What follows belongs to an exercise in optimizing a design on an open flow for small area; a production flow would make more cautious choices. RTL that was checked went through simulation tests only; none was proved equivalent to the original. The RTL of run 3 was laid out without a check of its function. Power and IR drop assume default switching activity.

File: flow/config.mk
export PLATFORM = sky130hd
export DESIGN_NAME = xtea_top
export DESIGN_NICKNAME = xtea_top
export VERILOG_FILES = /design/flow/design.v
export SDC_FILE = /design/flow/constraint.sdc
export NUM_CORES = 4
export LEC_CHECK = 0
export ABC_AREA = 1
export CAP_MARGIN = 20
export CORE_MARGIN = 2
export CORE_UTILIZATION = 40
export SLEW_MARGIN = 20
File: flow/constraint.sdc
create_clock -name core_clock -period 10.0 [get_ports {clock}]
set_input_delay 2.0000 -clock core_clock [delete_from_list [all_inputs] [get_ports {clock}]]
set_output_delay 2.0000 -clock core_clock [all_outputs]
set_load 0.01 [all_outputs]
File: flow/design.v
module xtea_top(
    input clock, reset, cfg, start,
    input[127:0] data_i, key,
    output busy, ready,
    output[127:0] data_o
);
localparam [31:0] DELTA  = 32'h9E3779B9;
localparam [31:0] NDELTA = 32'h61C88647;
localparam [31:0] DSUM0  = 32'hC6EF3720;
reg busy_r, busyn_r, ready_r;
reg enc;
reg [4:0] t;
reg [6:0] P;
reg [127:0] R;       
reg [127:0] K;       
reg [1:0] c1, c2;    
reg [2:0] ck;        
assign busy = busy_r;
assign ready = ready_r;
assign data_o = R;
wire b  = busy_r;
wire bn = busyn_r;
wire pol = ~t[0];
wire last  = (t == 5'd31);
wire first = (t == 5'd0);
wire p65   = P[6] & P[0];
wire endp  = enc ? (P[6] & P[1]) : p65;
wire copy  = p65 | (enc ? (P[6] & P[1]) : (P == 7'd0));
wire fin   = P[6] & (P[1] | P[0] | ~enc);
wire [5:0] r = P[6:1];
localparam [65:0] SE = 66'h2c6b16c5b16c1b06c;
localparam [65:0] SD = 66'he4390e5394e53a4e;
wire [1:0] selb = enc ? SE[2*r +: 2] : SD[2*r +: 2];
wire [1:0] sela = enc ? r[1:0] : {r[1] ^ r[0], r[0]};
wire [1:0] sel  = (P[0] ^ enc) ? selb : sela;
wire kbit = (sel == 2'd0) ? K[0] :
            (sel == 2'd1) ? K[32] :
            (sel == 2'd2) ? K[64] : K[96];
wire ktrue = kbit ^ pol;
wire [5:0] dw;
genvar gj;
generate
    for (gj = 0; gj < 6; gj = gj + 1) begin : g_dw
        localparam [31:0] DS = DELTA << gj;
        localparam [31:0] NS = NDELTA << gj;
        assign dw[gj] = enc ? DS[t] : NS[t];
    end
endgenerate
wire cbit = ~enc & DSUM0[t];
wire [2:0] ckin = first ? 3'd0 : ck;
wire tm0 = (r[0] & dw[0]) | (r[5] & dw[5]);
wire [3:0] tot = tm0 + (r[1] & dw[1]) + (r[2] & dw[2]) +
                 (r[3] & dw[3]) + (r[4] & dw[4]) +
                 cbit + ktrue + ckin;
wire kk = tot[0];
wire sub = ~enc;
wire tge4  = (t >= 5'd4);
wire tle26 = (t <= 5'd26);
wire [1:0] xn;
wire [1:0] c1n, c2n;
generate
    for (gj = 0; gj < 2; gj = gj + 1) begin : g_blk
        wire X   = R[64*gj + 0]  ^ pol;
        wire Yt  = R[64*gj + 32] ^ pol;
        wire Yp5 = R[64*gj + 37] ^ pol;
        wire Ym4 = R[64*gj + 28] ^ pol;
        wire f   = (Ym4 & tge4) ^ (Yp5 & tle26);
        wire c1i = c1[gj] & ~first;
        wire m   = f ^ Yt ^ c1i;
        assign c1n[gj] = (f & Yt) | (f & c1i) | (Yt & c1i);
        wire z   = (m ^ kk) & ~copy;
        wire zz  = z ^ sub;
        wire c2i = first ? sub : c2[gj];
        wire xv  = X ^ zz ^ c2i;
        assign c2n[gj] = (X & zz) | (X & c2i) | (zz & c2i);
        assign xn[gj] = xv ^ t[0] ^ fin;
    end
endgenerate
always @(posedge clock, posedge reset) begin
    if (reset) begin
        busy_r  <= 1'b0;
        busyn_r <= 1'b1;
        ready_r <= 1'b0;
    end else begin
        busy_r  <= b ? ~ready_r : start;
        busyn_r <= b ? ready_r : ~start;
        ready_r <= b & ~ready_r & last & endp;
    end
end
wire [127:0] Kn = {K[96], K[127:97], K[64], K[95:65], K[32], K[63:33], K[0], K[31:1]};
wire [127:0] Rn = {1'b0, R[127:65], 1'b0, R[63:1]};
wire [127:0] Rl = ~((Rn | {128{bn}}) & (data_i | {128{b}}));
always @(posedge clock) begin
    K <= ~((Kn | {128{bn}}) & (key | {128{b}}));
    R[62:0]   <= Rl[62:0];
    R[126:64] <= Rl[126:64];
    R[63]  <= b ? xn[0] : ~data_i[63];
    R[127] <= b ? xn[1] : ~data_i[127];
    if (!b) begin
        enc <= cfg;
        {P, t} <= {6'd0, cfg, 5'd0};
    end else begin
        {P, t} <= {P, t} + 12'd1;
    end
    c1 <= c1n;
    c2 <= c2n;
    ck <= tot[3:1];
end
endmodule
File: flow/flow/run.sh
#!/bin/bash
# Standard ORFS layout (the standard.sh, standard synthesis unchanged) with
# smaller port buffers and a lighter clock tree.
set -euo pipefail
export BUFFER_PORTS_ARGS="-buffer_cell sky130_fd_sc_hd__buf_1"
export CTS_ARGS="-sink_clustering_enable -repair_clock_nets -dont_use_dummy_load -buf_list sky130_fd_sc_hd__clkbuf_4 -root_buf sky130_fd_sc_hd__clkbuf_4 -sink_clustering_size 10 -sink_clustering_max_diameter 50"
bash standard.sh > standard.log 2>&1
File: flow/standard.sh
#!/bin/bash
# synth_recipe.tcl (not shown) runs the flow's synth.tcl, then flattens the netlist and writes it again
# the make line also repeats each setting of config.mk as NAME=value (left out here)
make -C /OpenROAD-flow-scripts/flow DESIGN_CONFIG=/design/flow/config.mk WORK_HOME=/design/flow/orfs CLKGATE_MAP_FILE= SYNTH_SCRIPT=/design/flow/synth_recipe.tcl "${@:-finish}"
==> results of run 1 <==
flip-flops by register name, summed over array words and instances (netlist names), 2 cells and up:
name,count
K,128
P,7
R,128
c1,2
c2,2
ck,3
t,5
layout make-up:
| type | instances | area share |
|---|---|---|
| Antenna cell | 2 | 0.000451 |
| Clock buffer | 36 | 0.0244 |
| Inverter | 46 | 0.0158 |
| Multi-Input combinational cell | 527 | 0.286 |
| Sequential cell | 279 | 0.506 |
| Tap cell | 285 | 0.0321 |
| Timing Repair Buffer | 393 | 0.134 |
cells in the final DEF (no fill, tap or decap), drive strengths merged:
cell | Yosys | routed
buf | 11 | 393
dfxtp | 275 | 275
o22ai | 254 | 254
nand2 | 96 | 96
inv | 46 | 46
clkbuf | 59 | 36
nand3 | 30 | 30
a21oi | 30 | 30
nor2 | 28 | 28
o21ai | 21 | 21
ha | 16 | 16
xor2 | 10 | 10
xnor2 | 8 | 8
fa | 8 | 8
nor3 | 4 | 4
o31ai | 3 | 3
o211ai | 3 | 3
diode | 0 | 2
a31oi | 2 | 2
o2111ai | 2 | 2
or2 | 2 | 2
mux2i | 2 | 2
dfrtp | 2 | 2
a21boi | 1 | 1
or3 | 1 | 1
nand3b | 1 | 1
o32ai | 1 | 1
a311oi | 1 | 1
o311ai | 1 | 1
nand4 | 1 | 1
o21a | 1 | 1
dfstp | 1 | 1
edfxtp | 1 | 1
critical path: stages, from the launching register on:
cell and delay, ps:
dfxtp_1 790, ha_1 390, o21ai_0 330, nand2_1 150, nand3_1 120, a21oi_1 70, nor3_1 270, a21oi_1 110
fa_1 500, fa_1 490, inv_1 50, fa_1 440, ha_1 330, xnor2_1 160, nand2_1 80, xor2_1 180
fa_1 550, xor2_1 190, xor2_1 160, mux2i_1 80
per-layer routing:
metal | track usage | vias to the layer above | part of all wire
met2 | 0.375 | 307 | 0.49
met1 | 0.281 | 3768 | 0.40
met4 | 0.0983 | 0 | 0.037
li1 | - | 4087 | -
met3 | 0.0622 | 73 | 0.075
met5 | 0 | - | 0
worst min path at each step:
stage / cells past startpoint / endpoint / from / slack (ps)
2_1_floorplan: 1 / K[0] / K[1] / 400
3_3_place_gp: 1 / K[72] / K[73] / 400
3_5_place_dp: 1 / K[34] / K[35] / 410
4_1_cts: 1 / K[98] / K[99] / 360
5_1_grt: 1 / K[92] / K[93] / 390
6_report: 1 / K[92] / K[93] / 370
stage by stage:
step / std cells / setup slack, ps / hold slack [ps] / utilization / instance area [um^2]
floorplan: 922 / 5240 / 399 / - / 9260
global placement: 1530 / 4620 / 400 / 0.476 / 10800
CTS: 1566 / 4490 / 360 / 0.488 / 11100
detailed placement: 1530 / 4530 / 406 / 0.476 / 10800
finish: 1568 / 4460 / 366 / 0.489 / 11100
global route: 1568 / 4120 / 388 / 0.489 / 11100
where the power goes:
part	switching, mW	internal (mW)
registers	0.383	1.73
logic	0.968	0.736
clock network	0.346	0.167
total	1.70	2.64
cell families after synthesis:
kind of cell	count (synthesis)
AOI/OAI and AO/OA	320
DFF	279
and+or+nand+nor	163
buffers and inverters	116
adders and majority gates	24
xor gates and xnor gates	18
muxes	2
==> metrics.md, run 1 <==
| Metric | Value |
|---|---|
| GRT Total Usage | 0.228 |
| H-Tree Depth | 2 |
| Synthesized area | 0.00926 mm^2 |
| Pleak | 4.27 nW |
| Latest clock arrival within the worst-skew pair | 670 ps |
| First-pass GRT wire length | 43000 um |
| Total CTS buffers | 36 |
| Core ar. | 0.0227 mm^2 |
| Fin Clk Skew | 110 ps |
| Endpoints failing hold | 0 |
| Largest net degree at the start of global routing | 97 |
| CTS sink count | 279 |
| Pwr dens | 391 mW/mm^2 |
| PortBufs | 389 |
| Worst VDD drop | 184 uV |
| IO Pins | 390 |
| Slew @ Worst Pin | 1030 ps |
| Top_reg_cell synth | dfxtp_1 |
| Longest Clk Path Bufs | 3 |
| Initial core utilization | 0.408 |
| Fill count | 2301 |
| Seq/Total Area, Yosys | 0.606 |
| FF-to-FF Start | t[0] |
| Post-cts resize count | 0 |
| Multi-input gate area | 0.00318 mm^2 |
| RSZ-0062 raised after global routing | no |
| Number of setup buffers added after CTS | 0 |
| Tmin final | 5540 ps |
| Mux share of post-synthesis cell area | 0.00216 |
| Xor/xnor share of the synthesized area | 0.0170 |
| Final nets | 1567 |
| WL final | 29000 um |
| Routed WL per cell | 18.5 um |
| Synth Area in Adders | 0.0389 |
| Crit path capture type | flip-flop |
| Sequential cell area | 0.00562 mm^2 |
| Area delta synth->final | 19.8% |
| Chip height | 156 um |
| Overflow after GRT | 0 |
| Crit Path Max Fanout | 15 |
| Post-synth top area share | 0.595 |
| Synth Area in Simple Gates | 0.0730 |
| Rel. slew slack | 0.314 |
| Syn_area_per_cell | 10.0 um^2 |
| Synth unique cells | 40 |
| Final Slew Violations | 0 |
| Worst setup startpoint | t[0] |
| Post-DRT Antenna Nets | 0 |
| GPL Wtd Cong | 0.901 |
| Post-synth top cells | 275 x dfxtp_1, 254 x o22ai_1, 95 x nand2_1 |
| Post-Synthesis Cells | 922 |
| Layout cells sized above 1 | 0.0398 |
| EDFF count, synth | 1 |
| FF-to-FF setup slack | 4460 ps |
| CTS Root Cell | clkbuf_4 |
| FF-to-FF End | R[63] |
| Final period utilization | 0.554 |
| Reg2Reg Depth | 19 |
| Most instantiated library cell after synthesis | dfxtp_1 |
| Yosys reg bits | 279 |
| Crit path kind | flip-flop to flip-flop |
| Maximum clock frequency | 0.181 GHz |
| Final TNS setup | 0 ps |
| Drt first pass iters | 8 |
| Synth area leaders | dfxtp_1 59%, o22ai_1 17%, nand2_1 3.9% |
| FP Rows | 55 |
| Detail Placement HPWL | 21200 um |
| Antenna violations before repair | 2 |
| Status | no timing/DRC/antenna violations |
| Min-Delay Path Class | flip-flop to flip-flop |
| Vias per inst | 5.25 |
| Setup Viol. Count Final | 0 |
| Main combinational cell family by area after synthesis | compound AO/OA/AOI/OAI gates |
| Post-route DRC | 0 |
| Crit path required time | 10460 ps |
| Die width | 156 um |
| Clk slew on worst S/H paths | 100 ps |
| Die area | 0.0244 mm^2 |
| Compound-cell area share of the yosys netlist | 0.212 |
| YS warnings | 1 |
| Critical Path Source Type | flip-flop |
| Detailed-route via count | 8235 |
| CTS tree | built |
| Number of global-route vias before repair | 7968 |
| Total power | 4.33 mW |
| Area leader, netlist | dfxtp_1 |
| Hold-fix buffers, CTS | 0 |
| Iter 0 DRT Violations | 546 |
| Syn Nets | 1206 |
| CP endpoint | R[63] |
| Ys async rst share | 0.0108 |
| Total of max-cap violations | 0 |
| WP data arrival | 6000 ps |
==> inputs of run 2 (changes only) <==
==> flow/flow/run.sh (replaced) <==
#!/bin/bash
# Standard ORFS layout (the standard.sh, standard synthesis unchanged) with
# smaller port buffers and a lighter clock tree.
set -euo pipefail
export BUFFER_PORTS_ARGS="-buffer_cell sky130_fd_sc_hd__buf_1"
export CTS_ARGS="-sink_clustering_enable -repair_clock_nets -dont_use_dummy_load -buf_list sky130_fd_sc_hd__clkbuf_8 -root_buf sky130_fd_sc_hd__clkbuf_8 -sink_clustering_size 18 -sink_clustering_max_diameter 60"
bash standard.sh > standard.log 2>&1
==> metrics.md, run 2 <==
| Metric | Value |
|---|---|
| Status | no timing/DRC/antenna violations |
| Final WS setup | 4510 ps (+50.8 ps) |
| FP Rows | 55 (unchanged) |
| First-pass GRT wire length | 42800 um (-0.48%) |
| Routed WL per cell | 18.6 um (+0.64%) |
| PortBufs | 389 (unchanged) |
| Most instantiated library cell after synthesis | dfxtp_1 |
| GRT Total Usage | 0.225 (-0.00274) |
| Crit path kind | flip-flop to flip-flop |
| Clk slew on worst S/H paths | 110 ps (about the same) |
| Final TNS setup | 0 ps (unchanged) |
| EDFF count, synth | 1 (unchanged) |
| Overflow after GRT | 0 (unchanged) |
| Setup Viol. Count Final | 0 (unchanged) |
| Final period utilization | 0.549 (-0.00508) |
| Endpoints failing hold | 0 (unchanged) |
| Area delta synth->final | 20.3% |
| Longest Clk Path Bufs | 3 (unchanged) |
| Pwr dens | 393 mW/mm^2 (+0.52%) |
| Drt first pass iters | 5 (-3) |
| Critical Path Source Type | flip-flop |
| Detailed-route via count | 8157 (-0.95%) |
| H-Tree Depth | 1 (-1) |
| Post-route DRC | 0 (unchanged) |
| Post-synth top area share | 0.595 (unchanged) |
| Yosys reg bits | 279 (unchanged) |
| Rel. slew slack | 0.301 (-0.0130) |
| Post-Synthesis Cells | 922 (unchanged) |
| Total power | 4.37 mW (+0.92%) |
| Top_reg_cell synth | dfxtp_1 |
| CTS Root Cell | clkbuf_8 |
| Fin Clk Skew | 61.9 ps (-47.8 ps) |
| CTS sink count | 279 (unchanged) |
| Grt met2 use | 0.370 (-0.00527) |
| Post-DRT Antenna Nets | 0 (unchanged) |
| Largest net degree at the start of global routing | 97 (unchanged) |
| Number of global-route vias before repair | 7836 (-1.7%) |
| WP data arrival | 5890 ps (-110 ps) |
| Worst slack, placed | 4530 ps (unchanged) |
| Worst VDD drop | 202 uV (+9.4%) |
| RSZ-0062 raised after global routing | no |
| Detail Placement HPWL | 21200 um (unchanged) |
| Initial core utilization | 0.408 (unchanged) |
| Final Slew Violations | 0 (unchanged) |
| Number of setup buffers added after CTS | 0 (unchanged) |
| Post-cts resize count | 0 (unchanged) |
| Synth unique cells | 40 (unchanged) |
| Pleak | 4.26 nW (about the same) |
| Layout cells sized above 1 | 0.0300 (-0.00984) |
| Area leader, netlist | dfxtp_1 |
| Chip height | 156 um (unchanged) |
| Seq/Total Area, Yosys | 0.606 (unchanged) |
| GRT busiest layer | met2 |
| Commonest non-fill, non-tap cells in the layout | 389 x buf_1, 275 x dfxtp_1, 254 x o22ai_1 |
| Syn Nets | 1206 (unchanged) |
| Latest clock arrival within the worst-skew pair | 570 ps (-100 ps) |
| Synthesized area | 0.00926 mm^2 (unchanged) |
| Antenna violations before repair | 1 (-1) |
| Hold-fix buffers, CTS | 0 (unchanged) |
| Crit path required time | 10400 ps (-60 ps) |
| Commonest non-fill, non-tap cell in the layout | buf_1 |
| Vias per inst | 5.25 (about the same) |
| Core ar. | 0.0227 mm^2 (unchanged) |
| Tmin final | 5490 ps (-50.8 ps) |
| GPL Wtd Cong | 0.901 (unchanged) |
| Met1 GRT Util | 0.280 (-0.00105) |
| Min-Delay Path Class | flip-flop to flip-flop |
| Crit path capture type | flip-flop |
| Ys async rst share | 0.0108 (unchanged) |
| Die area | 0.0244 mm^2 (unchanged) |
| Final nets | 1554 (-0.83%) |
| Post-synth top cells | 275 x dfxtp_1, 254 x o22ai_1, 95 x nand2_1 |
| Maximum clock frequency | 0.182 GHz (+0.93%) |
| Syn_area_per_cell | 10.0 um^2 (unchanged) |
| IO Pins | 390 (unchanged) |
| WL final | 29000 um (-0.25%) |
| CTS tree | built |
| Crit Path Max Fanout | 15 (unchanged) |
| GR Util met3 | 0.0644 (+0.00222) |
| Iter 0 DRT Violations | 623 (+14%) |
| YS warnings | 1 (unchanged) |
| Synth area leaders | dfxtp_1 59%, o22ai_1 17%, nand2_1 3.9% |
| Die width | 156 um (unchanged) |
| Total of max-cap violations | 0 (unchanged) |
| Slew @ Worst Pin | 1050 ps (+19.6 ps) |
| Total CTS buffers | 23 (-36%) |
[run 2: cell counts after synthesis]
Identical to the previous run, type by type.
[run 2: critical path, stage by stage, from the launching register on]
cell	delay (ps)
dfxtp_1	780
ha_1	380
nand2_1	150
inv_1	60
nor2_1	170
nand2_1	100
nand3_1	90
a31oi_1	100
nor3_1	240
a21oi_1	100
fa_1	500
fa_1	490
inv_1	50
fa_1	440
ha_1	330
xnor2_1	160
nand2_1	80
xor2_1	180
fa_1	550
xor2_1	190
xor2_1	160
mux2i_1	80
[run 2: worst paths after layout]
check	startpoint	depth (start not counted)	endpoint	slack [ps]
worst max-delay path	t[0]	21	R[63]	4510
worst max register to register	t[0]	21	R[63]	4510
worst min register to register	K[33]	1	K[32]	360
max in group asynchronous	reset	2	busyn_r	8460
min in group asynchronous	reset	2	ready_r	1310
worst min-delay path	K[33]	1	K[32]	360
[run 2: kinds of logic (layout without fill, tap and decap cells)]
logic type | Yosys count | count (layout) | synth area share
muxes | 2 | 2 | 0.00216
other | 0 | 1 | 0
and+or+nand+nor | 163 | 163 | 0.0730
xor gates and xnor gates | 18 | 18 | 0.0170
buffers and inverters | 116 | 462 | 0.0505
adders and majority gates | 24 | 24 | 0.0389
DFF | 279 | 279 | 0.606
AOI/OAI and AO/OA | 320 | 320 | 0.212
[run 2: power by group]
group          internal [mW]  leakage, nW  switching, mW  total (mW)
sequential              1.73         2.36          0.383        2.12
combinational          0.736         1.74          0.968        1.70
clock                  0.206        0.165          0.346       0.552
total                   2.67         4.26           1.70        4.37
[run 2: area by class of cell]
class / instances / area [um^2]
repair buffers: 393 / 1490
flip-flops and latches: 279 / 5620
clock buffers: 23 / 317
fillers: 2289 / 11600
well taps: 285 / 357
inverters: 46 / 175
multi-input cells: 527 / 3180
diodes: 1 / 2.50
[run 2: metal layers]
layer | up-vias | wire length (um)
li1 | 4040 | -
met1 | 3773 | 11700
met2 | 275 | 14000
met3 | 69 | 2130
met4 | 0 | 1120
met5 | - | 0
[run 2: per-stage QoR]
stage | hold slack [ps] | util | instances | instance area [um^2]
floorplan | 399 | - | 922 | 9260
detailed placement | 406 | 0.476 | 1530 | 10800
global route | 388 | 0.490 | 1554 | 11100
finish | 360 | 0.490 | 1554 | 11100
CTS | 357 | 0.490 | 1553 | 11100
global placement | 400 | 0.476 | 1530 | 10800
==> inputs of run 3 (changes only) <==
--- a/flow/design.v
+++ b/flow/design.v
@@ -5,7 +5,5 @@
     output[127:0] data_o
 );
-localparam [31:0] DELTA  = 32'h9E3779B9;
-localparam [31:0] NDELTA = 32'h61C88647;
-localparam [31:0] DSUM0  = 32'hC6EF3720;
+localparam [31:0] DELTA = 32'h9E3779B9;
 reg busy_r, busyn_r, ready_r;
 reg enc;
@@ -24,14 +22,11 @@
 wire last  = (t == 5'd31);
 wire first = (t == 5'd0);
-wire p65   = P[6] & P[0];
-wire endp  = enc ? (P[6] & P[1]) : p65;
-wire copy  = p65 | (enc ? (P[6] & P[1]) : (P == 7'd0));
-wire fin   = P[6] & (P[1] | P[0] | ~enc);
+wire endp  = enc ? (P == 7'd66) : (P == 7'd0);
+wire copy  = enc ? (P[6] & (P[1] | P[0])) : ((P == 7'd65) | (P == 7'd0));
+wire fin   = enc ? (P[6] & (P[1] | P[0])) : (P[6:1] == 6'd0);
 wire [5:0] r = P[6:1];
-localparam [65:0] SE = 66'h2c6b16c5b16c1b06c;
-localparam [65:0] SD = 66'he4390e5394e53a4e;
-wire [1:0] selb = enc ? SE[2*r +: 2] : SD[2*r +: 2];
-wire [1:0] sela = enc ? r[1:0] : {r[1] ^ r[0], r[0]};
-wire [1:0] sel  = (P[0] ^ enc) ? selb : sela;
+localparam [65:0] S1211 = 66'h2c6b16c5b16c1b06c;
+wire [1:0] s1211 = S1211[2*r +: 2];
+wire [1:0] sel = P[0] ? r[1:0] : s1211;
 wire kbit = (sel == 2'd0) ? K[0] :
             (sel == 2'd1) ? K[32] :
@@ -43,14 +38,11 @@
     for (gj = 0; gj < 6; gj = gj + 1) begin : g_dw
         localparam [31:0] DS = DELTA << gj;
-        localparam [31:0] NS = NDELTA << gj;
-        assign dw[gj] = enc ? DS[t] : NS[t];
+        assign dw[gj] = DS[t];
     end
 endgenerate
-wire cbit = ~enc & DSUM0[t];
 wire [2:0] ckin = first ? 3'd0 : ck;
-wire tm0 = (r[0] & dw[0]) | (r[5] & dw[5]);
-wire [3:0] tot = tm0 + (r[1] & dw[1]) + (r[2] & dw[2]) +
-                 (r[3] & dw[3]) + (r[4] & dw[4]) +
-                 cbit + ktrue + ckin;
+wire [3:0] tot = (r[0] & dw[0]) + (r[1] & dw[1]) + (r[2] & dw[2]) +
+                 (r[3] & dw[3]) + (r[4] & dw[4]) + (r[5] & dw[5]) +
+                 ktrue + ckin;
 wire kk = tot[0];
 wire sub = ~enc;
@@ -99,7 +91,10 @@
     if (!b) begin
         enc <= cfg;
-        {P, t} <= {6'd0, cfg, 5'd0};
+        t   <= 5'd0;
+        P   <= cfg ? 7'd1 : 7'd65;
     end else begin
-        {P, t} <= {P, t} + 12'd1;
+        t <= t + 5'd1;
+        if (last)
+            P <= enc ? P + 7'd1 : P - 7'd1;
     end
     c1 <= c1n;
==> flow/flow/run.sh (replaced) <==
#!/bin/bash
# Standard ORFS layout (the standard.sh, standard synthesis unchanged) with
# smaller port buffers and a lighter clock tree.
set -euo pipefail
export BUFFER_PORTS_ARGS="-buffer_cell sky130_fd_sc_hd__buf_1"
export CTS_ARGS="-sink_clustering_enable -repair_clock_nets -dont_use_dummy_load"
bash standard.sh > standard.log 2>&1
==> metrics.md, run 3 <==
| Metric | Value |
|---|---|
| Total power | 5.29 mW (+21%) |
| Slowest-stage cell, CP | edfxtp_1 |
| Min-Delay Path Class | flip-flop to flip-flop |
| Placed insts | 1495 (-2.3%) |
| Fin Clk Skew | 15.9 ps (-46.0 ps) |
| Final WS setup | 4820 ps (+306 ps) |
| Post-route DRC | 0 (unchanged) |
| Total of max-cap violations | 0 (unchanged) |
| Status | no timing/DRC/antenna violations |
| Delay-heaviest family, CP | adder cells |
| GPL Wtd Cong | 0.869 (-3.6%) |
| Net Sw Frac | 0.386 (-0.00232) |
| Comb power frac | 0.420 (+0.030) |
| EDFF count, synth | 8 (+7) |
| FF-to-FF Start | P[2] |
| WHS | 404 ps (+44.3 ps) |
| Final Slew Violations | 0 (unchanged) |
| Critical Path Max Stage Delay | 590 ps (-190 ps) |
| Non-filler cells in the finished layout | 1524 (-1.9%) |
| Chip height | 156 um (+0.19%) |
| IO Pins | 390 (unchanged) |
| Yosys reg bits | 279 (unchanged) |
| Critical path buffer and inverter count | 3 (+1) |
| Largest net degree at the start of global routing | 103 (+6.2%) |
| GRT Total Usage | 0.218 (-0.00698) |
| Initial core utilization | 0.409 (+0.00154) |
| Pleak | 4.50 nW (+5.4%) |
| Worst setup startpoint | P[2] |
| First-pass GRT wire length | 41800 um (-2.3%) |
| Final period utilization | 0.518 (-0.0306) |
| Final TNS setup | 0 ps (unchanged) |
| Clk slew on worst S/H paths | 60 ps (-50 ps) |
| Top_reg_cell synth | dfxtp_1 |
| Rel. slew slack | 0.304 (+0.00242) |
| Routed WL per cell | 18.5 um (-0.76%) |
| Layout cells sized above 1 | 0.0436 (+0.0136) |
| CTS tree | built |
| Maximum clock frequency | 0.193 GHz (+5.9%) |
| Commonest non-fill, non-tap cell in the layout | buf_1 |
| Longest Clk Path Bufs | 3 (unchanged) |
| Hold-fix buffers, CTS | 0 (unchanged) |
| Psw | 2.04 mW (+20%) |
| Overflow after GRT | 0 (unchanged) |
| Tmin final | 5180 ps (-306 ps) |
| Reg power frac | 0.410 (-0.074) |
| WL final | 28200 um (-2.7%) |
| H-Tree Depth | 1 (unchanged) |
| Number of global-route vias before repair | 7605 (-2.9%) |
| Most instantiated library cell after synthesis | dfxtp_1 |
| FF-to-FF End | R[127] |
| Final nets | 1539 (-0.97%) |
| Area leader, netlist | dfxtp_1 |
| Internal | 3.25 mW (+21%) |
| Reg2Reg Depth | 27 (+29%) |
| Clock network fraction of design power | 0.170 (+0.044) |
| RSZ-0062 raised after global routing | no |
| Fill count | 2214 (-3.3%) |
| Syn Nets | 1178 (-2.3%) |
| Setup Viol. Count Final | 0 (unchanged) |
| Multi-input gate area | 0.00315 mm^2 (-0.91%) |
| Post-synth top cells | 268 x dfxtp_1, 254 x o22ai_1, 71 x nand2_1 |
| PortBufs | 389 (unchanged) |
| Number of setup buffers added after CTS | 0 (unchanged) |
| Core ar. | 0.0227 mm^2 (unchanged) |
| YS warnings | 1 (unchanged) |
| Endpoints failing hold | 0 (unchanged) |
| Crit Path Max Fanout | 9 (-6) |
| Post-cts resize count | 0 (unchanged) |
| Crit path required time | 10410 ps (about the same) |
| Latest clock arrival within the worst-skew pair | 530 ps (-40 ps) |
| Crit path kind | flip-flop to flip-flop |
| CP endpoint | R[127] |
| Crit path capture type | flip-flop |
| Total CTS buffers | 29 (+26%) |
| Vias per inst | 5.21 (-0.67%) |
| Post-Synthesis Cells | 880 (-4.6%) |
| Worst slack, placed | 4850 ps (+326 ps) |
| Drt first pass iters | 5 (unchanged) |
| Antenna violations before repair | 1 (unchanged) |
| Synth unique cells | 40 (unchanged) |
| Antenna fix cells | 0 (-1) |
| Die width | 156 um (+0.19%) |
| CP most frequent cell | nand2_1 |
| Worst VDD drop | 219 uV (+8.6%) |
| Synth area leaders | dfxtp_1 58%, o22ai_1 17%, ha_1 3.9% |
| CTS Root Cell | clkbuf_16 |
| FP Rows | 55 (unchanged) |
| Critical Path Source Type | flip-flop |
| WP data arrival | 5590 ps (-300 ps) |
| Pwr dens | 456 mW/mm^2 (+16%) |
| Levels on crit path | 27 (+29%) |
| Sequential cell area | 0.00569 mm^2 (+1.2%) |
| FF-to-FF setup slack | 4820 ps (+310 ps) |
| Slew @ Worst Pin | 1040 ps (-3.62 ps) |
| Detail Placement HPWL | 20700 um (-2.3%) |
| Detailed-route via count | 7946 (-2.6%) |
| Post-DRT Antenna Nets | 0 (unchanged) |
| Ys async rst share | 0.0108 (unchanged) |
| Seq/Total Area, Yosys | 0.611 (+0.00525) |
| Syn_area_per_cell | 10.6 um^2 (+5.2%) |
| Synthesized area | 0.00929 mm^2 (+0.38%) |
| Commonest non-fill, non-tap cells in the layout | 389 x buf_1, 268 x dfxtp_1, 254 x o22ai_1 |
| Die area | 0.0245 mm^2 (+0.37%) |
| CTS sink count | 279 (unchanged) |
| Post-synth top area share | 0.577 (-0.0173) |
| Area delta synth->final | 24.8% |
| Iter 0 DRT Violations | 470 (-25%) |
==> run 3: per-layer routing <==
layer / track usage / routed length, um / vias up / part of all wire
met5: 0 / 11 / - / 0.00039
met2: 0.353 / 13300 / 268 / 0.47
li1: - / - / 3918 / -
met4: 0.0498 / 450 / 2 / 0.016
met3: 0.0612 / 2150 / 31 / 0.076
met1: 0.291 / 12300 / 3727 / 0.44
==> run 3: how the worst min path moves through the flow <==
stage,start,to,cells after the start
2_1_floorplan,K[1],K[0],1
3_3_place_gp,K[71],K[70],1
3_5_place_dp,K[79],K[78],1
4_1_cts,K[127],K[126],1
5_1_grt,K[98],K[97],1
6_report,K[2],K[1],1
==> run 3: through the flow <==
stage	util	area (um^2)
after global routing	0.511	11600
after detailed placement	0.479	10900
final	0.511	11600
after CTS	0.511	11600
after floorplan	-	9290
after global placement	0.479	10900
==> run 3: logic make-up after synthesis <==
| kind of cell | share of synthesized area |
|---|---|
| AO/OA/AOI/OAI | 0.199 |
| buffers and inverters | 0.0497 |
| XOR/XNOR | 0.0179 |
| adder cells (fa/ha/maj) | 0.0584 |
| flip-flops | 0.611 |
| multiplexers | 0.00108 |
| AND/OR/NAND/NOR | 0.0625 |
==> run 3: layout make-up <==
type,count,area share
inverters,45,0.0150
clock buffers,29,0.0626
multi-input cells,491,0.271
flip-flops and latches,279,0.490
well taps,285,0.0307
repair buffers,395,0.130
==> run 3: power by group through the flow <==
stage               combinational (mW)  clock, mW  sequential, mW
CTS                               2.24      0.920            2.17
global route                      2.51      0.963            2.24
finish                            2.22      0.897            2.17
floorplan                         1.59          0            2.14
global placement                  2.18          0            2.18
detailed placement                2.24          0            2.18

-- static timing again, ports no longer ideal --
In the flow no input, the clock included, has a driving cell. The finished layouts below were timed again as built, in two steps. Step 1: set_driving_cell puts a clkbuf_16 on clock and a buf_2 on each other input, an assumption about the parent block. Step 2, shift: input delay + t, output delay - t, t = (earliest + latest rising clock arrival at the registers) / 2. This alone moves slack from input paths to output paths. Slacks: ideal / step 1 / step 2; pairs: ideal / step 1.
run | shift t [ns] | slack for setup (ns) | worst setup path after step 2 | slew at the worst register clock pin (ns) | cell pins on the clock port's net
run 1 | 0.650 | 4.461 / 4.461 / 4.461 | register to register | 0.11 / 0.11 | 1
run 2 | 0.566 | 4.511 / 4.511 / 4.511 | register to register | 0.11 / 0.11 | 1
run 3 | 0.568 | 4.817 / 4.817 / 4.817 | register to register | 0.06 / 0.06 | 1
After both steps every run listed still meets setup and hold.
